Background: an optimization exercise with open tools, aiming at small area, a short achievable clock period and few clock cycles per item. Do not read the settings as production practice. The RTL was checked by simulation tests, not by an equivalence proof against the original design.

## flow/design.v (module list and top-level ports; edited modules follow where they fit)
// module mmult: 2033 lines
// module fa: 4 lines
module mmult(
  input  clk,                  
  input  reset_n,              
  input  enable,               
  input  [0:9*8-1] A_mat,      
  input  [0:9*8-1] B_mat,      
  output valid,                
  output reg [0:9*17-1] C_mat  
);
  // ...
==> flow/flow/run.sh <==
#!/bin/bash
# The standard layout, with the smallest buffer on each port, a clock tree
# without dummy loads, and timing repair that aims for 67 ns of setup slack
# (a period near 23 ns) instead of stopping at any positive slack.
set -euo pipefail
bash standard.sh BUFFER_PORTS_ARGS="-buffer_cell sky130_fd_sc_hd__buf_1" \
  CTS_ARGS="-sink_clustering_enable -repair_clock_nets -dont_use_dummy_load -buf_list sky130_fd_sc_hd__clkbuf_8" \
  SETUP_SLACK_MARGIN=67 \
  finish > standard.log 2>&1
==> flow/standard.sh <==
#!/bin/bash
# synth_recipe.tcl (not shown) runs the flow's synth.tcl, then flattens the netlist and writes it again
# the make line also repeats each setting of config.mk as NAME=value (left out here)
make -C /OpenROAD-flow-scripts/flow DESIGN_CONFIG=/design/flow/config.mk WORK_HOME=/design/flow/orfs CLKGATE_MAP_FILE= SYNTH_SCRIPT=/design/flow/synth_recipe.tcl "${@:-finish}"
==> flow/config.mk <==
export PLATFORM = sky130hd
export DESIGN_NAME = mmult
export DESIGN_NICKNAME = mmult
export VERILOG_FILES = /design/flow/design.v
export SDC_FILE = /design/flow/constraint.sdc
export NUM_CORES = 4
export LEC_CHECK = 0
export CAP_MARGIN = 5
export CORE_MARGIN = 2
export CORE_UTILIZATION = 55
export PLACE_DENSITY = 0.7
export SLEW_MARGIN = 5
export SYNTH_HIERARCHICAL = 1
export SYNTH_MINIMUM_KEEP_SIZE = 0
==> flow/constraint.sdc <==
create_clock -name core_clock -period 90.0 [get_ports {clk}]
set_input_delay 18.0000 -clock core_clock [delete_from_list [all_inputs] [get_ports {clk}]]
set_output_delay 18.0000 -clock core_clock [all_outputs]
set_load 0.01 [all_outputs]
==> results.rst, run 1 <==
.. list-table::
   :header-rows: 1

   * - Metric
     - Value
   * - Run status
     - complete, no violations
   * - R2R depth
     - 20
   * - Area of the core region
     - around 35,000 sq um
   * - Class of the most critical setup path
     - primary input to flop
   * - Clock net sink count
     - ~160
   * - CP bufs+invs
     - 3
   * - Unique masters post-synth
     - 42
   * - Proportion of synthesized area in mux cells
     - 0.01231
   * - Kind of path behind the tightest hold check
     - flop to flop
   * - Commonest cells after routing, fill and taps aside
     - sky130_fd_sc_hd__nand2_1, sky130_fd_sc_hd__fa_1, sky130_fd_sc_hd__buf_1, sky130_fd_sc_hd__edfxtp_1, sky130_fd_sc_hd__fa_2
   * - Most flop-heavy register
     - C_mat
   * - Number of antenna violations at the first check in global routing
     - 2
   * - Multi-input logic area
     - 14,660 sq um
   * - Largest registers
     - C_mat: 153 flops, row: 2 flops, done: 1 flops
   * - Category of the worst setup path capture point
     - flop
   * - TritonCTS clock tree
     - done
   * - Via count
     - between 10,000 and 15,000
   * - Type of origin of the critical path
     - primary input
   * - Highest achievable clock rate
     - ~0.043 GHz
   * - Overall die width
     - 192.3 microns
   * - CTS H-tree lvls
     - 4
   * - Post CTS Setup Buffer Count
     - 9
   * - Logic inverters
     - 53
   * - Post-route minimum period
     - approximately 23 ns
Testbench counts, summed over its fixed seeds: cycles 1,600, mults 320.
==> run 2: changes to the inputs <==
--- a/flow/design.v
+++ b/flow/design.v
@@ -3,31 +3,32 @@
   input  clk,                  
   input  reset_n,              
   input  enable,               
   input  [0:9*8-1] A_mat,      
   input  [0:9*8-1] B_mat,      
   output valid,                
   output reg [0:9*17-1] C_mat  
 );
-reg [1:0] row;    
+reg [0:2] row;    
 reg       done;
 wire busy = enable & ~done;
 always @(posedge clk or negedge reset_n)
 begin
     if (!reset_n) begin
-        row  <= 2'd0;
+        row  <= 3'b100;
         done <= 1'b0;
     end else if (busy) begin
-        row  <= row + 2'd1;
-        if (row == 2'd2) done <= 1'b1;
+        row  <= {1'b0, row[0:1]};
+        if (row[2]) done <= 1'b1;
     end
 end
-wire [0:23] a_row = (row == 2'd0) ? A_mat[0:23] :
-                    (row == 2'd1) ? A_mat[24:47] : A_mat[48:71];
+wire [0:23] a_row = ({24{row[0]}} & A_mat[0:23]) |
+                    ({24{row[1]}} & A_mat[24:47]) |
+                    ({24{row[2]}} & A_mat[48:71]);
 wire [7:0] a0 = a_row[0:7];
 wire [7:0] b00 = B_mat[0:7];
 wire [7:0] b01 = B_mat[8:15];
 wire [7:0] b02 = B_mat[16:23];
 wire [7:0] a1 = a_row[8:15];
 wire [7:0] b10 = B_mat[24:31];
 wire [7:0] b11 = B_mat[32:39];
 wire [7:0] b12 = B_mat[40:47];
@@ -301,21 +302,21 @@
 fa u35 (.a(t0_c20), .b(t0_c21), .c(t0_s28), .s(t0_s35), .co(t0_c35));
 wire t0_s36, t0_c36;
 fa u36 (.a(t0_s29), .b(t0_s30), .c(t0_s31), .s(t0_s36), .co(t0_c36));
 wire t0_s37, t0_c37;
 fa u37 (.a(t0_s32), .b(t0_s33), .c(t0_c22), .s(t0_s37), .co(t0_c37));
 wire t0_s38, t0_c38;
 fa u38 (.a(t0_c23), .b(t0_c24), .c(t0_s34), .s(t0_s38), .co(t0_c38));
 wire t0_s39, t0_c39;
-fa u39 (.a(t0_s35), .b(t0_s36), .c(t0_c25), .s(t0_s39), .co(t0_c39));
+fa u39 (.a(t0_s35), .b(t0_s36), .c(t0_s37), .s(t0_s39), .co(t0_c39));
 wire t0_s40, t0_c40;
-fa u40 (.a(t0_s37), .b(t0_s38), .c(t0_c26), .s(t0_s40), .co(t0_c40));
+fa u40 (.a(t0_c25), .b(t0_s38), .c(t0_c26), .s(t0_s40), .co(t0_c40));
 wire t0_s41, t0_c41;
-fa u41 (.a(t0_s39), .b(t0_c27), .c(t0_s40), .s(t0_s41), .co(t0_c41));
+fa u41 (.a(t0_s39), .b(t0_s40), .c(t0_c27), .s(t0_s41), .co(t0_c41));
 wire t0_s42, t0_c42;
 fa u42 (.a(n0_0_0_6), .b(n0_0_1_5), .c(n0_0_2_4), .s(t0_s42), .co(t0_c42));
 wire t0_s43, t0_c43;
 fa u43 (.a(n0_0_3_3), .b(n0_0_4_2), .c(n0_0_5_1), .s(t0_s43), .co(t0_c43));
 wire t0_s44, t0_c44;
 fa u44 (.a(n0_0_6_0), .b(n0_1_0_6), .c(n0_1_1_5), .s(t0_s44), .co(t0_c44));
 wire t0_s45, t0_c45;
 fa u45 (.a(n0_1_2_4), .b(n0_1_3_3), .c(n0_1_4_2), .s(t0_s45), .co(t0_c45));
@@ -413,17 +414,17 @@
 fa u91 (.a(t0_c67), .b(t0_c68), .c(t0_c69), .s(t0_s91), .co(t0_c91));
 wire t0_s92, t0_c92;
 fa u92 (.a(t0_c70), .b(t0_c71), .c(t0_s86), .s(t0_s92), .co(t0_c92));
 wire t0_s93, t0_c93;
 fa u93 (.a(t0_s87), .b(t0_s88), .c(t0_s89), .s(t0_s93), .co(t0_c93));
 wire t0_s94, t0_c94;
 fa u94 (.a(t0_s90), .b(t0_c72), .c(t0_c73), .s(t0_s94), .co(t0_c94));
 wire t0_s95, t0_c95;
-fa u95 (.a(t0_c74), .b(t0_s91), .c(t0_s92), .s(t0_s95), .co(t0_c95));
+fa u95 (.a(t0_s91), .b(t0_c74), .c(t0_s92), .s(t0_s95), .co(t0_c95));
 wire t0_s96, t0_c96;
 fa u96 (.a(t0_s93), .b(t0_c75), .c(t0_s94), .s(t0_s96), .co(t0_c96));
 wire t0_s97, t0_c97;
 fa u97 (.a(t0_s95), .b(t0_c76), .c(t0_s96), .s(t0_s97), .co(t0_c97));
 wire t0_s98, t0_c98;
 fa u98 (.a(t0_c77), .b(t0_s97), .c(t0_c78), .s(t0_s98), .co(t0_c98));
 wire t0_s99, t0_c99;
 fa u99 (.a(n0_0_2_7), .b(n0_0_3_6), .c(n0_0_4_5), .s(t0_s99), .co(t0_c99));
@@ -447,25 +448,25 @@
 fa u108 (.a(t0_s102), .b(t0_s103), .c(t0_s104), .s(t0_s108), .co(t0_c108));
 wire t0_s109, t0_c109;
 fa u109 (.a(t0_s99), .b(t0_c86), .c(t0_c87), .s(t0_s109), .co(t0_c109));
 wire t0_s110, t0_c110;
 fa u110 (.a(t0_c88), .b(t0_c89), .c(t0_c90), .s(t0_s110), .co(t0_c110));
 wire t0_s111, t0_c111;
 fa u111 (.a(t0_s105), .b(t0_s106), .c(t0_s107), .s(t0_s111), .co(t0_c111));
 wire t0_s112, t0_c112;
-fa u112 (.a(t0_s108), .b(t0_c91), .c(t0_c92), .s(t0_s112), .co(t0_c112));
+fa u112 (.a(t0_s108), .b(t0_c91), .c(t0_s109), .s(t0_s112), .co(t0_c112));
 wire t0_s113, t0_c113;
-fa u113 (.a(t0_s109), .b(t0_c93), .c(t0_s110), .s(t0_s113), .co(t0_c113));
+fa u113 (.a(t0_c92), .b(t0_c93), .c(t0_s110), .s(t0_s113), .co(t0_c113));
 wire t0_s114, t0_c114;
-fa u114 (.a(t0_s111), .b(t0_c94), .c(t0_c95), .s(t0_s114), .co(t0_c114));
+fa u114 (.a(t0_s111), .b(t0_c94), .c(t0_s112), .s(t0_s114), .co(t0_c114));
 wire t0_s115, t0_c115;
-fa u115 (.a(t0_s112), .b(t0_s113), .c(t0_c96), .s(t0_s115), .co(t0_c115));
+fa u115 (.a(t0_c95), .b(t0_s113), .c(t0_c96), .s(t0_s115), .co(t0_c115));
 wire t0_s116, t0_c116;
-fa u116 (.a(t0_s114), .b(t0_c97), .c(t0_s115), .s(t0_s116), .co(t0_c116));
+fa u116 (.a(t0_s114), .b(t0_s115), .c(t0_c97), .s(t0_s116), .co(t0_c116));
 wire t0_s117, t0_c117;
 fa u117 (.a(n0_0_3_7), .b(n0_0_4_6), .c(n0_0_5_5), .s(t0_s117), .co(t0_c117));
 wire t0_s118, t0_c118;
 fa u118 (.a(n0_0_6_4), .b(n0_0_7_3), .c(n0_1_3_7), .s(t0_s118), .co(t0_c118));
 wire t0_s119, t0_c119;
 fa u119 (.a(n0_1_4_6), .b(n0_1_5_5), .c(n0_1_6_4), .s(t0_s119), .co(t0_c119));
 wire t0_s120, t0_c120;
 fa u120 (.a(n0_1_7_3), .b(n0_2_3_7), .c(n0_2_4_6), .s(t0_s120), .co(t0_c120));
@@ -479,21 +480,21 @@
 fa u124 (.a(t0_s117), .b(t0_s118), .c(t0_s119), .s(t0_s124), .co(t0_c124));
 wire t0_s125, t0_c125;
 fa u125 (.a(t0_s120), .b(t0_s121), .c(t0_c105), .s(t0_s125), .co(t0_c125));
 wire t0_s126, t0_c126;
 fa u126 (.a(t0_c106), .b(t0_c107), .c(t0_c108), .s(t0_s126), .co(t0_c126));
 wire t0_s127, t0_c127;
 fa u127 (.a(t0_s122), .b(t0_s123), .c(t0_s124), .s(t0_s127), .co(t0_c127));
 wire t0_s128, t0_c128;
-fa u128 (.a(t0_c109), .b(t0_c110), .c(t0_s125), .s(t0_s128), .co(t0_c128));
+fa u128 (.a(t0_c109), .b(t0_s125), .c(t0_c110), .s(t0_s128), .co(t0_c128));
 wire t0_s129, t0_c129;
 fa u129 (.a(t0_c111), .b(t0_s126), .c(t0_s127), .s(t0_s129), .co(t0_c129));
 wire t0_s130, t0_c130;
-fa u130 (.a(t0_c112), .b(t0_c113), .c(t0_s128), .s(t0_s130), .co(t0_c130));
+fa u130 (.a(t0_c112), .b(t0_s128), .c(t0_c113), .s(t0_s130), .co(t0_c130));
 wire t0_s131, t0_c131;
 fa u131 (.a(t0_s129), .b(t0_c114), .c(t0_s130), .s(t0_s131), .co(t0_c131));
 wire t0_s132, t0_c132;
 fa u132 (.a(t0_c115), .b(t0_s131), .c(t0_c116), .s(t0_s132), .co(t0_c132));
 wire t0_s133, t0_c133;
 fa u133 (.a(n0_0_4_7), .b(n0_0_5_6), .c(n0_0_6_5), .s(t0_s133), .co(t0_c133));
 wire t0_s134, t0_c134;
 fa u134 (.a(n0_0_7_4), .b(n0_1_4_7), .c(n0_1_5_6), .s(t0_s134), .co(t0_c134));
@@ -511,65 +512,65 @@
 fa u140 (.a(t0_c122), .b(t0_c123), .c(t0_c124), .s(t0_s140), .co(t0_c140));
 wire t0_s141, t0_c141;
 fa u141 (.a(t0_s137), .b(t0_s138), .c(t0_s139), .s(t0_s141), .co(t0_c141));
 wire t0_s142, t0_c142;
 fa u142 (.a(t0_c125), .b(t0_c126), .c(t0_c127), .s(t0_s142), .co(t0_c142));
 wire t0_s143, t0_c143;
 fa u143 (.a(t0_s140), .b(t0_s141), .c(t0_c128), .s(t0_s143), .co(t0_c143));
 wire t0_s144, t0_c144;
-fa u144 (.a(t0_c129), .b(t0_s142), .c(t0_c130), .s(t0_s144), .co(t0_c144));
+fa u144 (.a(t0_s142), .b(t0_c129), .c(t0_s143), .s(t0_s144), .co(t0_c144));
 wire t0_s145, t0_c145;
-fa u145 (.a(t0_s143), .b(t0_c131), .c(t0_s144), .s(t0_s145), .co(t0_c145));
+fa u145 (.a(t0_c130), .b(t0_s144), .c(t0_c131), .s(t0_s145), .co(t0_c145));
 wire t0_s146, t0_c146;
 fa u146 (.a(n0_0_5_7), .b(n0_0_6_6), .c(n0_0_7_5), .s(t0_s146), .co(t0_c146));
 wire t0_s147, t0_c147;
 fa u147 (.a(n0_1_5_7), .b(n0_1_6_6), .c(n0_1_7_5), .s(t0_s147), .co(t0_c147));
 wire t0_s148, t0_c148;
 fa u148 (.a(n0_2_5_7), .b(n0_2_6_6), .c(n0_2_7_5), .s(t0_s148), .co(t0_c148));
 wire t0_s149, t0_c149;
 fa u149 (.a(t0_c133), .b(t0_c134), .c(t0_c135), .s(t0_s149), .co(t0_c149));
 wire t0_s150, t0_c150;
 fa u150 (.a(t0_c136), .b(t0_s146), .c(t0_s147), .s(t0_s150), .co(t0_c150));
 wire t0_s151, t0_c151;
 fa u151 (.a(t0_s148), .b(t0_c137), .c(t0_c138), .s(t0_s151), .co(t0_c151));
 wire t0_s152, t0_c152;
 fa u152 (.a(t0_c139), .b(t0_s149), .c(t0_s150), .s(t0_s152), .co(t0_c152));
 wire t0_s153, t0_c153;
-fa u153 (.a(t0_c140), .b(t0_c141), .c(t0_s151), .s(t0_s153), .co(t0_c153));
+fa u153 (.a(t0_c140), .b(t0_s151), .c(t0_c141), .s(t0_s153), .co(t0_c153));
 wire t0_s154, t0_c154;
 fa u154 (.a(t0_s152), .b(t0_c142), .c(t0_s153), .s(t0_s154), .co(t0_c154));
 wire t0_s155, t0_c155;
 fa u155 (.a(t0_c143), .b(t0_s154), .c(t0_c144), .s(t0_s155), .co(t0_c155));
 wire t0_s156, t0_c156;
 fa u156 (.a(n0_0_6_7), .b(n0_0_7_6), .c(n0_1_6_7), .s(t0_s156), .co(t0_c156));
 wire t0_s157, t0_c157;
 fa u157 (.a(n0_1_7_6), .b(n0_2_6_7), .c(n0_2_7_6), .s(t0_s157), .co(t0_c157));
 wire t0_s158, t0_c158;
 fa u158 (.a(t0_c146), .b(t0_c147), .c(t0_c148), .s(t0_s158), .co(t0_c158));
 wire t0_s159, t0_c159;
 fa u159 (.a(t0_s156), .b(t0_s157), .c(t0_c149), .s(t0_s159), .co(t0_c159));
 wire t0_s160, t0_c160;
 fa u160 (.a(t0_c150), .b(t0_s158), .c(t0_c151), .s(t0_s160), .co(t0_c160));
 wire t0_s161, t0_c161;
-fa u161 (.a(t0_s159), .b(t0_c152), .c(t0_c153), .s(t0_s161), .co(t0_c161));
+fa u161 (.a(t0_s159), .b(t0_c152), .c(t0_s160), .s(t0_s161), .co(t0_c161));
 wire t0_s162, t0_c162;
-fa u162 (.a(t0_s160), .b(t0_c154), .c(t0_s161), .s(t0_s162), .co(t0_c162));
+fa u162 (.a(t0_c153), .b(t0_s161), .c(t0_c154), .s(t0_s162), .co(t0_c162));
 wire t0_s163, t0_c163;
 fa u163 (.a(n0_0_7_7), .b(n0_1_7_7), .c(n0_2_7_7), .s(t0_s163), .co(t0_c163));
 wire t0_s164, t0_c164;
 fa u164 (.a(t0_c156), .b(t0_c157), .c(t0_s163), .s(t0_s164), .co(t0_c164));
 wire t0_s165, t0_c165;
 fa u165 (.a(t0_c158), .b(t0_s164), .c(t0_c159), .s(t0_s165), .co(t0_c165));
 wire t0_s166, t0_c166;
 fa u166 (.a(t0_c160), .b(t0_s165), .c(t0_c161), .s(t0_s166), .co(t0_c166));
 wire t0_s167, t0_c167;
 fa u167 (.a(t0_c163), .b(t0_c164), .c(t0_c165), .s(t0_s167), .co(t0_c167));
-wire [16:0] x0 = {t0_c167, t0_s167, t0_c162, t0_s162, t0_c145, t0_s145, t0_s132, t0_s116, t0_s98, t0_s78, t0_s58, t0_s41, t0_s27, t0_s16, t0_s7, t0_s3, t0_s0};
-wire [16:0] y0 = {1'b1, t0_c166, t0_s166, t0_c155, t0_s155, t0_c132, 1'b1, t0_c98, 1'b1, 1'b1, 1'b1, 1'b1, 1'b1, 1'b1, t0_s8, 1'b1, 1'b1};
+wire [16:0] x0 = {t0_c167, t0_s167, t0_s166, t0_s162, t0_s155, t0_s145, t0_s132, t0_s116, t0_s98, t0_s78, t0_s58, t0_s41, t0_s27, t0_s16, t0_s7, t0_s3, t0_s0};
+wire [16:0] y0 = {1'b1, t0_c166, t0_c162, t0_c155, t0_c145, t0_c132, 1'b1, t0_c98, 1'b1, 1'b1, 1'b1, 1'b1, 1'b1, 1'b1, t0_s8, 1'b1, 1'b1};
 wire p0_0 = t0_s0 ^ 1'b1;
 wire g0_0 = ~(t0_s0 | 1'b1);
 wire p0_1 = t0_s3 ^ 1'b1;
 wire g0_1 = ~(t0_s3 | 1'b1);
 wire p0_2 = t0_s7 ^ t0_s8;
 wire g0_2 = ~(t0_s7 | t0_s8);
 wire p0_3 = t0_s16 ^ 1'b1;
 wire g0_3 = ~(t0_s16 | 1'b1);
@@ -584,22 +585,22 @@
 wire p0_8 = t0_s98 ^ 1'b1;
 wire g0_8 = ~(t0_s98 | 1'b1);
 wire p0_9 = t0_s116 ^ t0_c98;
 wire g0_9 = ~(t0_s116 | t0_c98);
 wire p0_10 = t0_s132 ^ 1'b1;
 wire g0_10 = ~(t0_s132 | 1'b1);
 wire p0_11 = t0_s145 ^ t0_c132;
 wire g0_11 = ~(t0_s145 | t0_c132);
-wire p0_12 = t0_c145 ^ t0_s155;
-wire g0_12 = ~(t0_c145 | t0_s155);
+wire p0_12 = t0_s155 ^ t0_c145;
+wire g0_12 = ~(t0_s155 | t0_c145);
 wire p0_13 = t0_s162 ^ t0_c155;
 wire g0_13 = ~(t0_s162 | t0_c155);
-wire p0_14 = t0_c162 ^ t0_s166;
-wire g0_14 = ~(t0_c162 | t0_s166);
+wire p0_14 = t0_s166 ^ t0_c162;
+wire g0_14 = ~(t0_s166 | t0_c162);
 wire p0_15 = t0_s167 ^ t0_c166;
 wire g0_15 = ~(t0_s167 | t0_c166);
 wire p0_16 = t0_c167 ^ 1'b1;
 wire g0_16 = ~(t0_c167 | 1'b1);
 wire G0_k1_1 = g0_1 | (p0_1 & g0_0);
 wire P0_k1_1 = p0_1 & p0_0;
 wire G0_k1_2 = g0_2 | (p0_2 & g0_1);
 wire P0_k1_2 = p0_2 & p0_1;
@@ -964,21 +965,21 @@
 fa u203 (.a(t1_c188), .b(t1_c189), .c(t1_s196), .s(t1_s203), .co(t1_c203));
 wire t1_s204, t1_c204;
 fa u204 (.a(t1_s197), .b(t1_s198), .c(t1_s199), .s(t1_s204), .co(t1_c204));
 wire t1_s205, t1_c205;
 fa u205 (.a(t1_s200), .b(t1_s201), .c(t1_c190), .s(t1_s205), .co(t1_c205));
 wire t1_s206, t1_c206;
 fa u206 (.a(t1_c191), .b(t1_c192), .c(t1_s202), .s(t1_s206), .co(t1_c206));
 wire t1_s207, t1_c207;
-fa u207 (.a(t1_s203), .b(t1_s204), .c(t1_c193), .s(t1_s207), .co(t1_c207));
+fa u207 (.a(t1_s203), .b(t1_s204), .c(t1_s205), .s(t1_s207), .co(t1_c207));
 wire t1_s208, t1_c208;
-fa u208 (.a(t1_s205), .b(t1_s206), .c(t1_c194), .s(t1_s208), .co(t1_c208));
+fa u208 (.a(t1_c193), .b(t1_s206), .c(t1_c194), .s(t1_s208), .co(t1_c208));
 wire t1_s209, t1_c209;
-fa u209 (.a(t1_s207), .b(t1_c195), .c(t1_s208), .s(t1_s209), .co(t1_c209));
+fa u209 (.a(t1_s207), .b(t1_s208), .c(t1_c195), .s(t1_s209), .co(t1_c209));
 wire t1_s210, t1_c210;
 fa u210 (.a(n1_0_0_6), .b(n1_0_1_5), .c(n1_0_2_4), .s(t1_s210), .co(t1_c210));
 wire t1_s211, t1_c211;
 fa u211 (.a(n1_0_3_3), .b(n1_0_4_2), .c(n1_0_5_1), .s(t1_s211), .co(t1_c211));
 wire t1_s212, t1_c212;
 fa u212 (.a(n1_0_6_0), .b(n1_1_0_6), .c(n1_1_1_5), .s(t1_s212), .co(t1_c212));
 wire t1_s213, t1_c213;
 fa u213 (.a(n1_1_2_4), .b(n1_1_3_3), .c(n1_1_4_2), .s(t1_s213), .co(t1_c213));
@@ -1076,17 +1077,17 @@
 fa u259 (.a(t1_c235), .b(t1_c236), .c(t1_c237), .s(t1_s259), .co(t1_c259));
 wire t1_s260, t1_c260;
 fa u260 (.a(t1_c238), .b(t1_c239), .c(t1_s254), .s(t1_s260), .co(t1_c260));
 wire t1_s261, t1_c261;
 fa u261 (.a(t1_s255), .b(t1_s256), .c(t1_s257), .s(t1_s261), .co(t1_c261));
 wire t1_s262, t1_c262;
 fa u262 (.a(t1_s258), .b(t1_c240), .c(t1_c241), .s(t1_s262), .co(t1_c262));
 wire t1_s263, t1_c263;
-fa u263 (.a(t1_c242), .b(t1_s259), .c(t1_s260), .s(t1_s263), .co(t1_c263));
+fa u263 (.a(t1_s259), .b(t1_c242), .c(t1_s260), .s(t1_s263), .co(t1_c263));
 wire t1_s264, t1_c264;
 fa u264 (.a(t1_s261), .b(t1_c243), .c(t1_s262), .s(t1_s264), .co(t1_c264));
 wire t1_s265, t1_c265;
 fa u265 (.a(t1_s263), .b(t1_c244), .c(t1_s264), .s(t1_s265), .co(t1_c265));
 wire t1_s266, t1_c266;
 fa u266 (.a(t1_c245), .b(t1_s265), .c(t1_c246), .s(t1_s266), .co(t1_c266));
 wire t1_s267, t1_c267;
 fa u267 (.a(n1_0_2_7), .b(n1_0_3_6), .c(n1_0_4_5), .s(t1_s267), .co(t1_c267));
@@ -1110,25 +1111,25 @@
 fa u276 (.a(t1_s269), .b(t1_s270), .c(t1_s271), .s(t1_s276), .co(t1_c276));
 wire t1_s277, t1_c277;
 fa u277 (.a(t1_s272), .b(t1_c254), .c(t1_c255), .s(t1_s277), .co(t1_c277));
 wire t1_s278, t1_c278;
 fa u278 (.a(t1_c256), .b(t1_c257), .c(t1_c258), .s(t1_s278), .co(t1_c278));
 wire t1_s279, t1_c279;
 fa u279 (.a(t1_s273), .b(t1_s274), .c(t1_s275), .s(t1_s279), .co(t1_c279));
 wire t1_s280, t1_c280;
-fa u280 (.a(t1_s276), .b(t1_c259), .c(t1_c260), .s(t1_s280), .co(t1_c280));
+fa u280 (.a(t1_s276), .b(t1_c259), .c(t1_s277), .s(t1_s280), .co(t1_c280));
 wire t1_s281, t1_c281;
-fa u281 (.a(t1_s277), .b(t1_c261), .c(t1_s278), .s(t1_s281), .co(t1_c281));
+fa u281 (.a(t1_c260), .b(t1_c261), .c(t1_s278), .s(t1_s281), .co(t1_c281));
 wire t1_s282, t1_c282;
-fa u282 (.a(t1_s279), .b(t1_c262), .c(t1_c263), .s(t1_s282), .co(t1_c282));
+fa u282 (.a(t1_s279), .b(t1_c262), .c(t1_s280), .s(t1_s282), .co(t1_c282));
 wire t1_s283, t1_c283;
-fa u283 (.a(t1_s280), .b(t1_s281), .c(t1_c264), .s(t1_s283), .co(t1_c283));
+fa u283 (.a(t1_c263), .b(t1_s281), .c(t1_c264), .s(t1_s283), .co(t1_c283));
 wire t1_s284, t1_c284;
-fa u284 (.a(t1_s282), .b(t1_c265), .c(t1_s283), .s(t1_s284), .co(t1_c284));
+fa u284 (.a(t1_s282), .b(t1_s283), .c(t1_c265), .s(t1_s284), .co(t1_c284));
 wire t1_s285, t1_c285;
 fa u285 (.a(n1_0_3_7), .b(n1_0_4_6), .c(n1_0_5_5), .s(t1_s285), .co(t1_c285));
 wire t1_s286, t1_c286;
 fa u286 (.a(n1_0_6_4), .b(n1_0_7_3), .c(n1_1_3_7), .s(t1_s286), .co(t1_c286));
 wire t1_s287, t1_c287;
 fa u287 (.a(n1_1_4_6), .b(n1_1_5_5), .c(n1_1_6_4), .s(t1_s287), .co(t1_c287));
 wire t1_s288, t1_c288;
 fa u288 (.a(n1_1_7_3), .b(n1_2_3_7), .c(n1_2_4_6), .s(t1_s288), .co(t1_c288));
@@ -1142,21 +1143,21 @@
 fa u292 (.a(t1_s285), .b(t1_s286), .c(t1_s287), .s(t1_s292), .co(t1_c292));
 wire t1_s293, t1_c293;
 fa u293 (.a(t1_s288), .b(t1_s289), .c(t1_c273), .s(t1_s293), .co(t1_c293));
 wire t1_s294, t1_c294;
 fa u294 (.a(t1_c274), .b(t1_c275), .c(t1_c276), .s(t1_s294), .co(t1_c294));
 wire t1_s295, t1_c295;
 fa u295 (.a(t1_s290), .b(t1_s291), .c(t1_s292), .s(t1_s295), .co(t1_c295));
 wire t1_s296, t1_c296;
-fa u296 (.a(t1_c277), .b(t1_c278), .c(t1_s293), .s(t1_s296), .co(t1_c296));
+fa u296 (.a(t1_c277), .b(t1_s293), .c(t1_c278), .s(t1_s296), .co(t1_c296));
 wire t1_s297, t1_c297;
 fa u297 (.a(t1_c279), .b(t1_s294), .c(t1_s295), .s(t1_s297), .co(t1_c297));
 wire t1_s298, t1_c298;
-fa u298 (.a(t1_c280), .b(t1_c281), .c(t1_s296), .s(t1_s298), .co(t1_c298));
+fa u298 (.a(t1_c280), .b(t1_s296), .c(t1_c281), .s(t1_s298), .co(t1_c298));
 wire t1_s299, t1_c299;
 fa u299 (.a(t1_s297), .b(t1_c282), .c(t1_s298), .s(t1_s299), .co(t1_c299));
 wire t1_s300, t1_c300;
 fa u300 (.a(t1_c283), .b(t1_s299), .c(t1_c284), .s(t1_s300), .co(t1_c300));
 wire t1_s301, t1_c301;
 fa u301 (.a(n1_0_4_7), .b(n1_0_5_6), .c(n1_0_6_5), .s(t1_s301), .co(t1_c301));
 wire t1_s302, t1_c302;
 fa u302 (.a(n1_0_7_4), .b(n1_1_4_7), .c(n1_1_5_6), .s(t1_s302), .co(t1_c302));
@@ -1174,65 +1175,65 @@
 fa u308 (.a(t1_c290), .b(t1_c291), .c(t1_c292), .s(t1_s308), .co(t1_c308));
 wire t1_s309, t1_c309;
 fa u309 (.a(t1_s305), .b(t1_s306), .c(t1_s307), .s(t1_s309), .co(t1_c309));
 wire t1_s310, t1_c310;
 fa u310 (.a(t1_c293), .b(t1_c294), .c(t1_c295), .s(t1_s310), .co(t1_c310));
 wire t1_s311, t1_c311;
 fa u311 (.a(t1_s308), .b(t1_s309), .c(t1_c296), .s(t1_s311), .co(t1_c311));
 wire t1_s312, t1_c312;
-fa u312 (.a(t1_c297), .b(t1_s310), .c(t1_c298), .s(t1_s312), .co(t1_c312));
+fa u312 (.a(t1_s310), .b(t1_c297), .c(t1_s311), .s(t1_s312), .co(t1_c312));
 wire t1_s313, t1_c313;
-fa u313 (.a(t1_s311), .b(t1_c299), .c(t1_s312), .s(t1_s313), .co(t1_c313));
+fa u313 (.a(t1_c298), .b(t1_s312), .c(t1_c299), .s(t1_s313), .co(t1_c313));
 wire t1_s314, t1_c314;
 fa u314 (.a(n1_0_5_7), .b(n1_0_6_6), .c(n1_0_7_5), .s(t1_s314), .co(t1_c314));
 wire t1_s315, t1_c315;
 fa u315 (.a(n1_1_5_7), .b(n1_1_6_6), .c(n1_1_7_5), .s(t1_s315), .co(t1_c315));
 wire t1_s316, t1_c316;
 fa u316 (.a(n1_2_5_7), .b(n1_2_6_6), .c(n1_2_7_5), .s(t1_s316), .co(t1_c316));
 wire t1_s317, t1_c317;
 fa u317 (.a(t1_c301), .b(t1_c302), .c(t1_c303), .s(t1_s317), .co(t1_c317));
 wire t1_s318, t1_c318;
 fa u318 (.a(t1_c304), .b(t1_s314), .c(t1_s315), .s(t1_s318), .co(t1_c318));
 wire t1_s319, t1_c319;
 fa u319 (.a(t1_s316), .b(t1_c305), .c(t1_c306), .s(t1_s319), .co(t1_c319));
 wire t1_s320, t1_c320;
 fa u320 (.a(t1_c307), .b(t1_s317), .c(t1_s318), .s(t1_s320), .co(t1_c320));
 wire t1_s321, t1_c321;
-fa u321 (.a(t1_c308), .b(t1_c309), .c(t1_s319), .s(t1_s321), .co(t1_c321));
+fa u321 (.a(t1_c308), .b(t1_s319), .c(t1_c309), .s(t1_s321), .co(t1_c321));
 wire t1_s322, t1_c322;
 fa u322 (.a(t1_s320), .b(t1_c310), .c(t1_s321), .s(t1_s322), .co(t1_c322));
 wire t1_s323, t1_c323;
 fa u323 (.a(t1_c311), .b(t1_s322), .c(t1_c312), .s(t1_s323), .co(t1_c323));
 wire t1_s324, t1_c324;
 fa u324 (.a(n1_0_6_7), .b(n1_0_7_6), .c(n1_1_6_7), .s(t1_s324), .co(t1_c324));
 wire t1_s325, t1_c325;
 fa u325 (.a(n1_1_7_6), .b(n1_2_6_7), .c(n1_2_7_6), .s(t1_s325), .co(t1_c325));
 wire t1_s326, t1_c326;
 fa u326 (.a(t1_c314), .b(t1_c315), .c(t1_c316), .s(t1_s326), .co(t1_c326));
 wire t1_s327, t1_c327;
 fa u327 (.a(t1_s324), .b(t1_s325), .c(t1_c317), .s(t1_s327), .co(t1_c327));
 wire t1_s328, t1_c328;
 fa u328 (.a(t1_c318), .b(t1_s326), .c(t1_c319), .s(t1_s328), .co(t1_c328));
 wire t1_s329, t1_c329;
-fa u329 (.a(t1_s327), .b(t1_c320), .c(t1_c321), .s(t1_s329), .co(t1_c329));
+fa u329 (.a(t1_s327), .b(t1_c320), .c(t1_s328), .s(t1_s329), .co(t1_c329));
 wire t1_s330, t1_c330;
-fa u330 (.a(t1_s328), .b(t1_c322), .c(t1_s329), .s(t1_s330), .co(t1_c330));
+fa u330 (.a(t1_c321), .b(t1_s329), .c(t1_c322), .s(t1_s330), .co(t1_c330));
 wire t1_s331, t1_c331;
 fa u331 (.a(n1_0_7_7), .b(n1_1_7_7), .c(n1_2_7_7), .s(t1_s331), .co(t1_c331));
 wire t1_s332, t1_c332;
 fa u332 (.a(t1_c324), .b(t1_c325), .c(t1_s331), .s(t1_s332), .co(t1_c332));
 wire t1_s333, t1_c333;
 fa u333 (.a(t1_c326), .b(t1_s332), .c(t1_c327), .s(t1_s333), .co(t1_c333));
 wire t1_s334, t1_c334;
 fa u334 (.a(t1_c328), .b(t1_s333), .c(t1_c329), .s(t1_s334), .co(t1_c334));
 wire t1_s335, t1_c335;
 fa u335 (.a(t1_c331), .b(t1_c332), .c(t1_c333), .s(t1_s335), .co(t1_c335));
-wire [16:0] x1 = {t1_c335, t1_s335, t1_c330, t1_s330, t1_c313, t1_s313, t1_s300, t1_s284, t1_s266, t1_s246, t1_s226, t1_s209, t1_s195, t1_s184, t1_s175, t1_s171, t1_s168};
-wire [16:0] y1 = {1'b1, t1_c334, t1_s334, t1_c323, t1_s323, t1_c300, 1'b1, t1_c266, 1'b1, 1'b1, 1'b1, 1'b1, 1'b1, 1'b1, t1_s176, 1'b1, 1'b1};
+wire [16:0] x1 = {t1_c335, t1_s335, t1_s334, t1_s330, t1_s323, t1_s313, t1_s300, t1_s284, t1_s266, t1_s246, t1_s226, t1_s209, t1_s195, t1_s184, t1_s175, t1_s171, t1_s168};
+wire [16:0] y1 = {1'b1, t1_c334, t1_c330, t1_c323, t1_c313, t1_c300, 1'b1, t1_c266, 1'b1, 1'b1, 1'b1, 1'b1, 1'b1, 1'b1, t1_s176, 1'b1, 1'b1};
 wire p1_0 = t1_s168 ^ 1'b1;
 wire g1_0 = ~(t1_s168 | 1'b1);
 wire p1_1 = t1_s171 ^ 1'b1;
 wire g1_1 = ~(t1_s171 | 1'b1);
 wire p1_2 = t1_s175 ^ t1_s176;
 wire g1_2 = ~(t1_s175 | t1_s176);
 wire p1_3 = t1_s184 ^ 1'b1;
 wire g1_3 = ~(t1_s184 | 1'b1);
@@ -1247,22 +1248,22 @@
 wire p1_8 = t1_s266 ^ 1'b1;
 wire g1_8 = ~(t1_s266 | 1'b1);
 wire p1_9 = t1_s284 ^ t1_c266;
 wire g1_9 = ~(t1_s284 | t1_c266);
 wire p1_10 = t1_s300 ^ 1'b1;
 wire g1_10 = ~(t1_s300 | 1'b1);
 wire p1_11 = t1_s313 ^ t1_c300;
 wire g1_11 = ~(t1_s313 | t1_c300);
-wire p1_12 = t1_c313 ^ t1_s323;
-wire g1_12 = ~(t1_c313 | t1_s323);
+wire p1_12 = t1_s323 ^ t1_c313;
+wire g1_12 = ~(t1_s323 | t1_c313);
 wire p1_13 = t1_s330 ^ t1_c323;
 wire g1_13 = ~(t1_s330 | t1_c323);
-wire p1_14 = t1_c330 ^ t1_s334;
-wire g1_14 = ~(t1_c330 | t1_s334);
+wire p1_14 = t1_s334 ^ t1_c330;
+wire g1_14 = ~(t1_s334 | t1_c330);
 wire p1_15 = t1_s335 ^ t1_c334;
 wire g1_15 = ~(t1_s335 | t1_c334);
 wire p1_16 = t1_c335 ^ 1'b1;
 wire g1_16 = ~(t1_c335 | 1'b1);
 wire G1_k1_1 = g1_1 | (p1_1 & g1_0);
 wire P1_k1_1 = p1_1 & p1_0;
 wire G1_k1_2 = g1_2 | (p1_2 & g1_1);
 wire P1_k1_2 = p1_2 & p1_1;
@@ -1627,21 +1628,21 @@
 fa u371 (.a(t2_c356), .b(t2_c357), .c(t2_s364), .s(t2_s371), .co(t2_c371));
 wire t2_s372, t2_c372;
 fa u372 (.a(t2_s365), .b(t2_s366), .c(t2_s367), .s(t2_s372), .co(t2_c372));
 wire t2_s373, t2_c373;
 fa u373 (.a(t2_s368), .b(t2_s369), .c(t2_c358), .s(t2_s373), .co(t2_c373));
 wire t2_s374, t2_c374;
 fa u374 (.a(t2_c359), .b(t2_c360), .c(t2_s370), .s(t2_s374), .co(t2_c374));
 wire t2_s375, t2_c375;
-fa u375 (.a(t2_s371), .b(t2_s372), .c(t2_c361), .s(t2_s375), .co(t2_c375));
+fa u375 (.a(t2_s371), .b(t2_s372), .c(t2_s373), .s(t2_s375), .co(t2_c375));
 wire t2_s376, t2_c376;
-fa u376 (.a(t2_s373), .b(t2_s374), .c(t2_c362), .s(t2_s376), .co(t2_c376));
+fa u376 (.a(t2_c361), .b(t2_s374), .c(t2_c362), .s(t2_s376), .co(t2_c376));
 wire t2_s377, t2_c377;
-fa u377 (.a(t2_s375), .b(t2_c363), .c(t2_s376), .s(t2_s377), .co(t2_c377));
+fa u377 (.a(t2_s375), .b(t2_s376), .c(t2_c363), .s(t2_s377), .co(t2_c377));
 wire t2_s378, t2_c378;
 fa u378 (.a(n2_0_0_6), .b(n2_0_1_5), .c(n2_0_2_4), .s(t2_s378), .co(t2_c378));
 wire t2_s379, t2_c379;
 fa u379 (.a(n2_0_3_3), .b(n2_0_4_2), .c(n2_0_5_1), .s(t2_s379), .co(t2_c379));
 wire t2_s380, t2_c380;
 fa u380 (.a(n2_0_6_0), .b(n2_1_0_6), .c(n2_1_1_5), .s(t2_s380), .co(t2_c380));
 wire t2_s381, t2_c381;
 fa u381 (.a(n2_1_2_4), .b(n2_1_3_3), .c(n2_1_4_2), .s(t2_s381), .co(t2_c381));
@@ -1739,17 +1740,17 @@
 fa u427 (.a(t2_c403), .b(t2_c404), .c(t2_c405), .s(t2_s427), .co(t2_c427));
 wire t2_s428, t2_c428;
 fa u428 (.a(t2_c406), .b(t2_c407), .c(t2_s422), .s(t2_s428), .co(t2_c428));
 wire t2_s429, t2_c429;
 fa u429 (.a(t2_s423), .b(t2_s424), .c(t2_s425), .s(t2_s429), .co(t2_c429));
 wire t2_s430, t2_c430;
 fa u430 (.a(t2_s426), .b(t2_c408), .c(t2_c409), .s(t2_s430), .co(t2_c430));
 wire t2_s431, t2_c431;
-fa u431 (.a(t2_c410), .b(t2_s427), .c(t2_s428), .s(t2_s431), .co(t2_c431));
+fa u431 (.a(t2_s427), .b(t2_c410), .c(t2_s428), .s(t2_s431), .co(t2_c431));
 wire t2_s432, t2_c432;
 fa u432 (.a(t2_s429), .b(t2_c411), .c(t2_s430), .s(t2_s432), .co(t2_c432));
 wire t2_s433, t2_c433;
 fa u433 (.a(t2_s431), .b(t2_c412), .c(t2_s432), .s(t2_s433), .co(t2_c433));
 wire t2_s434, t2_c434;
 fa u434 (.a(t2_c413), .b(t2_s433), .c(t2_c414), .s(t2_s434), .co(t2_c434));
 wire t2_s435, t2_c435;
 fa u435 (.a(n2_0_2_7), .b(n2_0_3_6), .c(n2_0_4_5), .s(t2_s435), .co(t2_c435));
@@ -1773,25 +1774,25 @@
 fa u444 (.a(t2_s437), .b(t2_s438), .c(t2_s439), .s(t2_s444), .co(t2_c444));
 wire t2_s445, t2_c445;
 fa u445 (.a(t2_s440), .b(t2_c422), .c(t2_c423), .s(t2_s445), .co(t2_c445));
 wire t2_s446, t2_c446;
 fa u446 (.a(t2_c424), .b(t2_c425), .c(t2_c426), .s(t2_s446), .co(t2_c446));
 wire t2_s447, t2_c447;
 fa u447 (.a(t2_s441), .b(t2_s442), .c(t2_s443), .s(t2_s447), .co(t2_c447));
 wire t2_s448, t2_c448;
-fa u448 (.a(t2_s444), .b(t2_c427), .c(t2_c428), .s(t2_s448), .co(t2_c448));
+fa u448 (.a(t2_s444), .b(t2_c427), .c(t2_s445), .s(t2_s448), .co(t2_c448));
 wire t2_s449, t2_c449;
-fa u449 (.a(t2_s445), .b(t2_c429), .c(t2_s446), .s(t2_s449), .co(t2_c449));
+fa u449 (.a(t2_c428), .b(t2_c429), .c(t2_s446), .s(t2_s449), .co(t2_c449));
 wire t2_s450, t2_c450;
-fa u450 (.a(t2_s447), .b(t2_c430), .c(t2_c431), .s(t2_s450), .co(t2_c450));
+fa u450 (.a(t2_s447), .b(t2_c430), .c(t2_s448), .s(t2_s450), .co(t2_c450));
 wire t2_s451, t2_c451;
-fa u451 (.a(t2_s448), .b(t2_s449), .c(t2_c432), .s(t2_s451), .co(t2_c451));
+fa u451 (.a(t2_c431), .b(t2_s449), .c(t2_c432), .s(t2_s451), .co(t2_c451));
 wire t2_s452, t2_c452;
-fa u452 (.a(t2_s450), .b(t2_c433), .c(t2_s451), .s(t2_s452), .co(t2_c452));
+fa u452 (.a(t2_s450), .b(t2_s451), .c(t2_c433), .s(t2_s452), .co(t2_c452));
 wire t2_s453, t2_c453;
 fa u453 (.a(n2_0_3_7), .b(n2_0_4_6), .c(n2_0_5_5), .s(t2_s453), .co(t2_c453));
 wire t2_s454, t2_c454;
 fa u454 (.a(n2_0_6_4), .b(n2_0_7_3), .c(n2_1_3_7), .s(t2_s454), .co(t2_c454));
 wire t2_s455, t2_c455;
 fa u455 (.a(n2_1_4_6), .b(n2_1_5_5), .c(n2_1_6_4), .s(t2_s455), .co(t2_c455));
 wire t2_s456, t2_c456;
 fa u456 (.a(n2_1_7_3), .b(n2_2_3_7), .c(n2_2_4_6), .s(t2_s456), .co(t2_c456));
@@ -1805,21 +1806,21 @@
 fa u460 (.a(t2_s453), .b(t2_s454), .c(t2_s455), .s(t2_s460), .co(t2_c460));
 wire t2_s461, t2_c461;
 fa u461 (.a(t2_s456), .b(t2_s457), .c(t2_c441), .s(t2_s461), .co(t2_c461));
 wire t2_s462, t2_c462;
 fa u462 (.a(t2_c442), .b(t2_c443), .c(t2_c444), .s(t2_s462), .co(t2_c462));
 wire t2_s463, t2_c463;
 fa u463 (.a(t2_s458), .b(t2_s459), .c(t2_s460), .s(t2_s463), .co(t2_c463));
 wire t2_s464, t2_c464;
-fa u464 (.a(t2_c445), .b(t2_c446), .c(t2_s461), .s(t2_s464), .co(t2_c464));
+fa u464 (.a(t2_c445), .b(t2_s461), .c(t2_c446), .s(t2_s464), .co(t2_c464));
 wire t2_s465, t2_c465;
 fa u465 (.a(t2_c447), .b(t2_s462), .c(t2_s463), .s(t2_s465), .co(t2_c465));
 wire t2_s466, t2_c466;
-fa u466 (.a(t2_c448), .b(t2_c449), .c(t2_s464), .s(t2_s466), .co(t2_c466));
+fa u466 (.a(t2_c448), .b(t2_s464), .c(t2_c449), .s(t2_s466), .co(t2_c466));
 wire t2_s467, t2_c467;
 fa u467 (.a(t2_s465), .b(t2_c450), .c(t2_s466), .s(t2_s467), .co(t2_c467));
 wire t2_s468, t2_c468;
 fa u468 (.a(t2_c451), .b(t2_s467), .c(t2_c452), .s(t2_s468), .co(t2_c468));
 wire t2_s469, t2_c469;
 fa u469 (.a(n2_0_4_7), .b(n2_0_5_6), .c(n2_0_6_5), .s(t2_s469), .co(t2_c469));
 wire t2_s470, t2_c470;
 fa u470 (.a(n2_0_7_4), .b(n2_1_4_7), .c(n2_1_5_6), .s(t2_s470), .co(t2_c470));
@@ -1837,65 +1838,65 @@
 fa u476 (.a(t2_c458), .b(t2_c459), .c(t2_c460), .s(t2_s476), .co(t2_c476));
 wire t2_s477, t2_c477;
 fa u477 (.a(t2_s473), .b(t2_s474), .c(t2_s475), .s(t2_s477), .co(t2_c477));
 wire t2_s478, t2_c478;
 fa u478 (.a(t2_c461), .b(t2_c462), .c(t2_c463), .s(t2_s478), .co(t2_c478));
 wire t2_s479, t2_c479;
 fa u479 (.a(t2_s476), .b(t2_s477), .c(t2_c464), .s(t2_s479), .co(t2_c479));
 wire t2_s480, t2_c480;
-fa u480 (.a(t2_c465), .b(t2_s478), .c(t2_c466), .s(t2_s480), .co(t2_c480));
+fa u480 (.a(t2_s478), .b(t2_c465), .c(t2_s479), .s(t2_s480), .co(t2_c480));
 wire t2_s481, t2_c481;
-fa u481 (.a(t2_s479), .b(t2_c467), .c(t2_s480), .s(t2_s481), .co(t2_c481));
+fa u481 (.a(t2_c466), .b(t2_s480), .c(t2_c467), .s(t2_s481), .co(t2_c481));
 wire t2_s482, t2_c482;
 fa u482 (.a(n2_0_5_7), .b(n2_0_6_6), .c(n2_0_7_5), .s(t2_s482), .co(t2_c482));
 wire t2_s483, t2_c483;
 fa u483 (.a(n2_1_5_7), .b(n2_1_6_6), .c(n2_1_7_5), .s(t2_s483), .co(t2_c483));
 wire t2_s484, t2_c484;
 fa u484 (.a(n2_2_5_7), .b(n2_2_6_6), .c(n2_2_7_5), .s(t2_s484), .co(t2_c484));
 wire t2_s485, t2_c485;
 fa u485 (.a(t2_c469), .b(t2_c470), .c(t2_c471), .s(t2_s485), .co(t2_c485));
 wire t2_s486, t2_c486;
 fa u486 (.a(t2_c472), .b(t2_s482), .c(t2_s483), .s(t2_s486), .co(t2_c486));
 wire t2_s487, t2_c487;
 fa u487 (.a(t2_s484), .b(t2_c473), .c(t2_c474), .s(t2_s487), .co(t2_c487));
 wire t2_s488, t2_c488;
 fa u488 (.a(t2_c475), .b(t2_s485), .c(t2_s486), .s(t2_s488), .co(t2_c488));
 wire t2_s489, t2_c489;
-fa u489 (.a(t2_c476), .b(t2_c477), .c(t2_s487), .s(t2_s489), .co(t2_c489));
+fa u489 (.a(t2_c476), .b(t2_s487), .c(t2_c477), .s(t2_s489), .co(t2_c489));
 wire t2_s490, t2_c490;
 fa u490 (.a(t2_s488), .b(t2_c478), .c(t2_s489), .s(t2_s490), .co(t2_c490));
 wire t2_s491, t2_c491;
 fa u491 (.a(t2_c479), .b(t2_s490), .c(t2_c480), .s(t2_s491), .co(t2_c491));
 wire t2_s492, t2_c492;
 fa u492 (.a(n2_0_6_7), .b(n2_0_7_6), .c(n2_1_6_7), .s(t2_s492), .co(t2_c492));
 wire t2_s493, t2_c493;
 fa u493 (.a(n2_1_7_6), .b(n2_2_6_7), .c(n2_2_7_6), .s(t2_s493), .co(t2_c493));
 wire t2_s494, t2_c494;
 fa u494 (.a(t2_c482), .b(t2_c483), .c(t2_c484), .s(t2_s494), .co(t2_c494));
 wire t2_s495, t2_c495;
 fa u495 (.a(t2_s492), .b(t2_s493), .c(t2_c485), .s(t2_s495), .co(t2_c495));
 wire t2_s496, t2_c496;
 fa u496 (.a(t2_c486), .b(t2_s494), .c(t2_c487), .s(t2_s496), .co(t2_c496));
 wire t2_s497, t2_c497;
-fa u497 (.a(t2_s495), .b(t2_c488), .c(t2_c489), .s(t2_s497), .co(t2_c497));
+fa u497 (.a(t2_s495), .b(t2_c488), .c(t2_s496), .s(t2_s497), .co(t2_c497));
 wire t2_s498, t2_c498;
-fa u498 (.a(t2_s496), .b(t2_c490), .c(t2_s497), .s(t2_s498), .co(t2_c498));
+fa u498 (.a(t2_c489), .b(t2_s497), .c(t2_c490), .s(t2_s498), .co(t2_c498));
 wire t2_s499, t2_c499;
 fa u499 (.a(n2_0_7_7), .b(n2_1_7_7), .c(n2_2_7_7), .s(t2_s499), .co(t2_c499));
 wire t2_s500, t2_c500;
 fa u500 (.a(t2_c492), .b(t2_c493), .c(t2_s499), .s(t2_s500), .co(t2_c500));
 wire t2_s501, t2_c501;
 fa u501 (.a(t2_c494), .b(t2_s500), .c(t2_c495), .s(t2_s501), .co(t2_c501));
 wire t2_s502, t2_c502;
 fa u502 (.a(t2_c496), .b(t2_s501), .c(t2_c497), .s(t2_s502), .co(t2_c502));
 wire t2_s503, t2_c503;
 fa u503 (.a(t2_c499), .b(t2_c500), .c(t2_c501), .s(t2_s503), .co(t2_c503));
-wire [16:0] x2 = {t2_c503, t2_s503, t2_c498, t2_s498, t2_c481, t2_s481, t2_s468, t2_s452, t2_s434, t2_s414, t2_s394, t2_s377, t2_s363, t2_s352, t2_s343, t2_s339, t2_s336};
-wire [16:0] y2 = {1'b1, t2_c502, t2_s502, t2_c491, t2_s491, t2_c468, 1'b1, t2_c434, 1'b1, 1'b1, 1'b1, 1'b1, 1'b1, 1'b1, t2_s344, 1'b1, 1'b1};
+wire [16:0] x2 = {t2_c503, t2_s503, t2_s502, t2_s498, t2_s491, t2_s481, t2_s468, t2_s452, t2_s434, t2_s414, t2_s394, t2_s377, t2_s363, t2_s352, t2_s343, t2_s339, t2_s336};
+wire [16:0] y2 = {1'b1, t2_c502, t2_c498, t2_c491, t2_c481, t2_c468, 1'b1, t2_c434, 1'b1, 1'b1, 1'b1, 1'b1, 1'b1, 1'b1, t2_s344, 1'b1, 1'b1};
 wire p2_0 = t2_s336 ^ 1'b1;
 wire g2_0 = ~(t2_s336 | 1'b1);
 wire p2_1 = t2_s339 ^ 1'b1;
 wire g2_1 = ~(t2_s339 | 1'b1);
 wire p2_2 = t2_s343 ^ t2_s344;
 wire g2_2 = ~(t2_s343 | t2_s344);
 wire p2_3 = t2_s352 ^ 1'b1;
 wire g2_3 = ~(t2_s352 | 1'b1);
@@ -1910,22 +1911,22 @@
 wire p2_8 = t2_s434 ^ 1'b1;
 wire g2_8 = ~(t2_s434 | 1'b1);
 wire p2_9 = t2_s452 ^ t2_c434;
 wire g2_9 = ~(t2_s452 | t2_c434);
 wire p2_10 = t2_s468 ^ 1'b1;
 wire g2_10 = ~(t2_s468 | 1'b1);
 wire p2_11 = t2_s481 ^ t2_c468;
 wire g2_11 = ~(t2_s481 | t2_c468);
-wire p2_12 = t2_c481 ^ t2_s491;
-wire g2_12 = ~(t2_c481 | t2_s491);
+wire p2_12 = t2_s491 ^ t2_c481;
+wire g2_12 = ~(t2_s491 | t2_c481);
 wire p2_13 = t2_s498 ^ t2_c491;
 wire g2_13 = ~(t2_s498 | t2_c491);
-wire p2_14 = t2_c498 ^ t2_s502;
-wire g2_14 = ~(t2_c498 | t2_s502);
+wire p2_14 = t2_s502 ^ t2_c498;
+wire g2_14 = ~(t2_s502 | t2_c498);
 wire p2_15 = t2_s503 ^ t2_c502;
 wire g2_15 = ~(t2_s503 | t2_c502);
 wire p2_16 = t2_c503 ^ 1'b1;
 wire g2_16 = ~(t2_c503 | 1'b1);
 wire G2_k1_1 = g2_1 | (p2_1 & g2_0);
 wire P2_k1_1 = p2_1 & p2_0;
 wire G2_k1_2 = g2_2 | (p2_2 & g2_1);
 wire P2_k1_2 = p2_2 & p2_1;
@@ -2021,18 +2022,18 @@
 wire P2_k8_13 = P2_k4_13 & P2_k4_5;
 wire G2_k8_14 = G2_k4_14 | (P2_k4_14 & G2_k4_6);
 wire P2_k8_14 = P2_k4_14 & P2_k4_6;
 wire G2_k8_15 = G2_k4_15 | (P2_k4_15 & G2_k4_7);
 wire P2_k8_15 = P2_k4_15 & P2_k4_7;
 wire [16:0] c_row2 = {(p2_16 ^ G2_k8_15), (p2_15 ^ G2_k8_14), (p2_14 ^ G2_k8_13), (p2_13 ^ G2_k8_12), (p2_12 ^ G2_k8_11), (p2_11 ^ G2_k8_10), (p2_10 ^ G2_k8_9), (p2_9 ^ G2_k8_8), (p2_8 ^ G2_k4_7), (p2_7 ^ G2_k4_6), (p2_6 ^ G2_k4_5), (p2_5 ^ G2_k4_4), (p2_4 ^ G2_k2_3), (p2_3 ^ G2_k2_2), (p2_2 ^ G2_k1_1), (p2_1 ^ g2_0), p2_0};
 always @(posedge clk)
 begin
-    if (busy && row == 2'd0) C_mat[0:50]    <= {c_row0, c_row1, c_row2};
-    if (busy && row == 2'd1) C_mat[51:101]  <= {c_row0, c_row1, c_row2};
-    if (busy && row == 2'd2) C_mat[102:152] <= {c_row0, c_row1, c_row2};
+    if (busy && row[0]) C_mat[0:50]    <= {c_row0, c_row1, c_row2};
+    if (busy && row[1]) C_mat[51:101]  <= {c_row0, c_row1, c_row2};
+    if (busy && row[2]) C_mat[102:152] <= {c_row0, c_row1, c_row2};
 end
 assign valid = done;
 endmodule
 module fa(input a, input b, input c, output s, output co);
 assign s  = a ^ b ^ c;
 assign co = (a & b) | (a & c) | (b & c);
 endmodule
==> flow/flow/run.sh (replaced) <==
#!/bin/bash
# The standard layout, with the smallest buffer on each port and a clock tree
# without dummy loads.
set -euo pipefail
bash standard.sh BUFFER_PORTS_ARGS="-buffer_cell sky130_fd_sc_hd__buf_1" \
  CTS_ARGS="-sink_clustering_enable -repair_clock_nets -dont_use_dummy_load -buf_list sky130_fd_sc_hd__clkbuf_8" \
  finish > standard.log 2>&1
==> run 2 against run 1 <==
Compared with the run above:
- largest cell class unchanged
- first-iteration DRC count decreased by 10%
- maximum frequency decreased by 4.4%
- clock skew about the same
- core utilization decreased by 3.9 points
- die area decreased by 1.1%
- register-to-register slack got worse by 0.40 ns
- worst setup slack got worse by 1.1 ns
- sequential share of layout area increased by 1.6 points
- synthesized cell count decreased by 0.42%
- count of clock-buffer cells in the layout unchanged
- design area decreased by 6.5%
==> results.rst, run 2 <==
.. list-table::
   :header-rows: 1

   * - Metric
     - Value
   * - Total of endpoints with negative setup slack in the final report
     - 0
   * - Least-Margin Pin Slew
     - about 1.3 ns
   * - Area of the core region
     - 34,540 sq um (-0.49%)
   * - Commonest cells after routing, fill and taps aside
     - sky130_fd_sc_hd__nand2_1, sky130_fd_sc_hd__fa_1, sky130_fd_sc_hd__buf_1, sky130_fd_sc_hd__edfxtp_1, sky130_fd_sc_hd__inv_1
   * - Number of instances in the synthesized netlist
     - 1,641
   * - Met2 wirelength from detailed routing
     - roughly 26 mm
   * - Delay of the slowest cell on the worst path
     - 0.96 ns
   * - Post-synthesis instance area
     - 19,300 sq um
   * - Num CTS Buffers
     - 17
   * - Router iterations before antenna repair
     - 9
   * - Finished Layout Cells
     - 2,315
   * - TritonCTS clock tree
     - done
   * - First-pass GRT wire length
     - 80.59 mm
   * - Final clock period utilization by the worst path
     - 0.2688
   * - Final estimated routing congestion in global placement
     - 0.8817
   * - Remaining global-route overflow
     - 0
   * - Most flop-heavy register
     - C_mat
   * - Pin count of the biggest net entering global routing
     - 30
   * - Largest registers
     - C_mat: 153 flops, row: 3 flops, done: 1 flops
   * - Number of hold-slack violations in the final timing report
     - 0
   * - Most numerous cell in the Yosys netlist
     - sky130_fd_sc_hd__nand2_1
   * - Max Cap Viol
     - 0
   * - Flip-flop count of the largest register after layout
     - 153
   * - Overall die width
     - 191.3 microns (-0.53%)
   * - Initial Utilization
     - 0.5586
   * - Number of buffers inserted by hold repair at cts
     - 0
   * - FF-to-FF setup slack
     - 82.46 ns
   * - Net count reported at finish
     - 2,532
   * - Die Y
     - 191.3 microns
   * - Fraction of synthesized cell area taken by the top area cell type
     - 0.5229
   * - Worst hold path endpoint
     - done$_DFFE_PN0P_
   * - Hold path depth
     - 1
   * - Cells along the critical path
     - buf_1 > a22oi_1 > nand2_1 > nand2_1 > fa_1 > fa_1 > fa_1 > fa_1 > fa_1 > fa_1 > fa_1 > fa_1 > fa_1 > inv_1 > ha_1 > a31oi_2 > o21bai_2 > a221oi_2 > xor2_1
   * - Category of the worst setup path capture point
     - flop
   * - Post-route minimum period
     - 24.19 ns (+1.067 ns)
   * - Initial DRC Count
     - 979
   * - Wire length on met1
     - approximately 18 mm
   * - Max-slew violation count
     - 0
   * - Most used standard cells in the synthesized netlist
     - sky130_fd_sc_hd__nand2_1, sky130_fd_sc_hd__fa_1, sky130_fd_sc_hd__edfxtp_1
   * - Kind of path behind the tightest hold check
     - flop to flop
   * - Post-Synthesis Mean Instance Area
     - ~12 sq um
   * - Worst path arrival time
     - 24.47 ns
   * - Standard-cell rows
     - 68
   * - Area enclosed by the die boundary
     - 36,600 sq um
   * - CP bufs+invs
     - 2 (-1)
   * - Primary flip-flop cell chosen by synthesis mapping
     - sky130_fd_sc_hd__edfxtp_1
   * - Buffer cell driving the clock tree root
     - sky130_fd_sc_hd__clkbuf_8
   * - Largest driver fanout on the critical path
     - 24
   * - Clock skew after layout
     - 0.02892 ns
   * - Number of enable flip-flop cells after synthesis
     - between 150 and 200
   * - Async S/R FF share, synth
     - 0.02548
   * - Critical path's most frequent cell
     - sky130_fd_sc_hd__fa_1
   * - Unrepaired setup endpoints after global routing
     - false
   * - Most common cell after layout, fill and taps aside
     - sky130_fd_sc_hd__nand2_1
   * - Via count
     - 13,420 (-2.7%)
   * - Run status
     - complete, no violations
   * - Uppermost routed layer
     - met5
   * - Total wire length after detailed routing
     - 51.65 mm
   * - Post-synth top area cell
     - sky130_fd_sc_hd__fa_1
   * - Clock insertion delay at the later pin of the skew report
     - about 0.5 ns
   * - IO buf count
     - 300
   * - Largest delay contributor family on the critical path
     - adder cells
   * - Vias in the first global route
     - 15,020
   * - Layout cell share with drive strength beyond 1
     - 0.03504
   * - Required time at the worst-slack endpoint
     - between 90 and 100 ns
   * - DRT antenna net count
     - 0
   * - Reg-to-reg critical path endpoint
     - C_mat[51]$_DFFE_PP_
   * - Clock net sink count
     - 157 (+0.64%)
   * - Yosys warns
     - 7
   * - Fin Setup TNS
     - 0 ns
   * - Unique masters post-synth
     - 34 (-19%)
   * - Placed cell count
     - 2,293
   * - Share of the yosys chip area belonging to registers
     - 0.2433
   * - R2R depth
     - 18 (-10%)
   * - Average vias per placed instance
     - 5.797
   * - Crit Reg-Reg Startpoint
     - row[0]$_DFFE_PN1P_
   * - Class of the most critical setup path
     - primary input to flop
   * - Clock Pin Slew Worst Setup and Hold Paths
     - 0.10 ns
   * - Num ports
     - 301
   * - Post CTS Setup Buffer Count
     - 0 (-9)
   * - Worst slew margin relative to its limit
     - 0.1429
   * - Slowest CP cell
     - sky130_fd_sc_hd__nand2_1
   * - Maximum number of buffers from clock root to sink
     - 2
   * - DRC violation count after routing
     - 0
   * - Area growth from synthesis to final layout
     - 8.312%
   * - Highest achievable clock rate
     - 0.04134 GHz (-4.4%)
   * - Routed len/inst
     - 22.31 microns
   * - Type of origin of the critical path
     - primary input
   * - Detailed-routed wire length on met3
     - 5.150 mm
   * - Number of antenna violations at the first check in global routing
     - 6 (+4)
   * - Number of register bits inferred by synthesis
     - 157
   * - GRT Overall Usage
     - 0.2991
   * - # resized after CTS
     - 0
   * - Hold Crit Start
     - done$_DFFE_PN0P_
   * - Half-perimeter wire length after placement
     - roughly 40 mm
   * - Syn Nets
     - 2,316
   * - CTS H-tree lvls
     - 4 (unchanged)
   * - Top post-synthesis cells by area
     - sky130_fd_sc_hd__fa_1, sky130_fd_sc_hd__edfxtp_1, sky130_fd_sc_hd__nand2_1, sky130_fd_sc_hd__ha_1, sky130_fd_sc_hd__buf_1
[run 2: worst max path at each step]
stage,slack (ns),to,startpoint,depth (start not counted)
2_1_floorplan,66.53,C_mat[0]$_DFFE_PP_,A_mat[7],19
3_3_place_gp,65.52,C_mat[0]$_DFFE_PP_,A_mat[14],19
3_5_place_dp,65.38,C_mat[0]$_DFFE_PP_,A_mat[14],19
4_1_cts,65.87,C_mat[51]$_DFFE_PP_,A_mat[14],19
5_1_grt,65.38,C_mat[51]$_DFFE_PP_,A_mat[14],19
6_report,65.81,C_mat[51]$_DFFE_PP_,A_mat[14],19
[run 2: cell families after synthesis]
family,after synthesis,share of synthesized area
adder cells (fa/ha/maj),528,0.5384
AND/OR/NAND/NOR,669,0.1360
XOR/XNOR,36,0.01634
flip-flops,157,0.2433
AO/OA/AOI/OAI,63,0.02587
buffers and inverters,186,0.03890
multiplexers,2,0.001167
[run 2: layout make-up]
cell class / count / area (sq um)
Antenna cell: 5 / 12.51
Clock buffer: 17 / 234.0
Fill cell: 2933 / 13640
Inverter: 57 / 214.0
Multi-Input combinational cell: 1298 / 13850
Sequential cell: 157 / 4696
Tap cell: 455 / 569.3
Timing Repair Buffer: 326 / 1321
[run 2: worst reg2reg max path, cell delays in order, from the launching register on]
cell and delay (ns):
sky130_fd_sc_hd__dfstp_2 0.83, sky130_fd_sc_hd__a22oi_1 0.19, sky130_fd_sc_hd__nand2_1 0.96, sky130_fd_sc_hd__nand2_1 0.23, sky130_fd_sc_hd__fa_1 0.51, sky130_fd_sc_hd__fa_1 0.43, sky130_fd_sc_hd__fa_1 0.49, sky130_fd_sc_hd__fa_1 0.42
sky130_fd_sc_hd__fa_1 0.42, sky130_fd_sc_hd__fa_1 0.41, sky130_fd_sc_hd__fa_1 0.42, sky130_fd_sc_hd__fa_1 0.40, sky130_fd_sc_hd__fa_1 0.38, sky130_fd_sc_hd__inv_1 0.07, sky130_fd_sc_hd__ha_1 0.27, sky130_fd_sc_hd__a31oi_2 0.24
sky130_fd_sc_hd__o21bai_2 0.13, sky130_fd_sc_hd__a221oi_2 0.27, sky130_fd_sc_hd__xor2_1 0.27
[run 2: metal layers]
metal	vias to the layer above	GRT usage
li1	5502	-
met1	6914	0.3741
met2	844	0.5010
met3	157	0.06774
met4	2	0.1349
met5	-	0
[run 2: Yosys stat by module, one instance, submodules excluded]
module / cells inside / cell area [sq um] / flip-flops and latches
fa: 1 / 20.02 / 0
mmult: 1137 / 9208 / 157
[run 2: per-stage QoR]
stage | hold slack [ns] | util | instance area (sq um) | worst slack (ns)
6_report | 0.5143 | 0.6051 | 20900 | 65.81
5_1_grt | 0.5249 | 0.6050 | 20900 | 65.38
4_1_cts | 0.5121 | 0.6047 | 20890 | 65.87
3_5_place_dp | 0.4894 | 0.5979 | 20650 | 65.38
3_3_place_gp | 0.4832 | 0.5979 | 20650 | 65.52
2_1_floorplan | 0.5332 | - | 19300 | 66.53
Testbench counts of run 2, summed over its fixed seeds: cycles 1,600, mults 320.

## static timing again, ports no longer ideal
Ports are ideal in the flow. The routed layouts listed here were re-timed in OpenROAD. Step 1 assumes that a clkbuf_16 drives the clock port and a buf_2 every other input. Step 2, shift: input delay + t, output delay - t, t = (earliest + latest rising clock arrival at the registers) / 2. This alone moves slack from input paths to output paths. a / b / c = ideal ports / drivers / drivers and shift; a / b = the first two.
run	t (ns)	slack for setup (ns)	worst register clock-pin slew, ns
run 1	0.516	66.878 / 66.847 / 66.331	0.09 / 0.09
run 2	0.522	65.811 / 65.834 / 65.313	0.10 / 0.10
After both steps setup and hold are still met in every run listed. For run 1, which loses most, drivers alone change the setup slack by -0.031 ns; drivers and shift together by -0.547 ns.
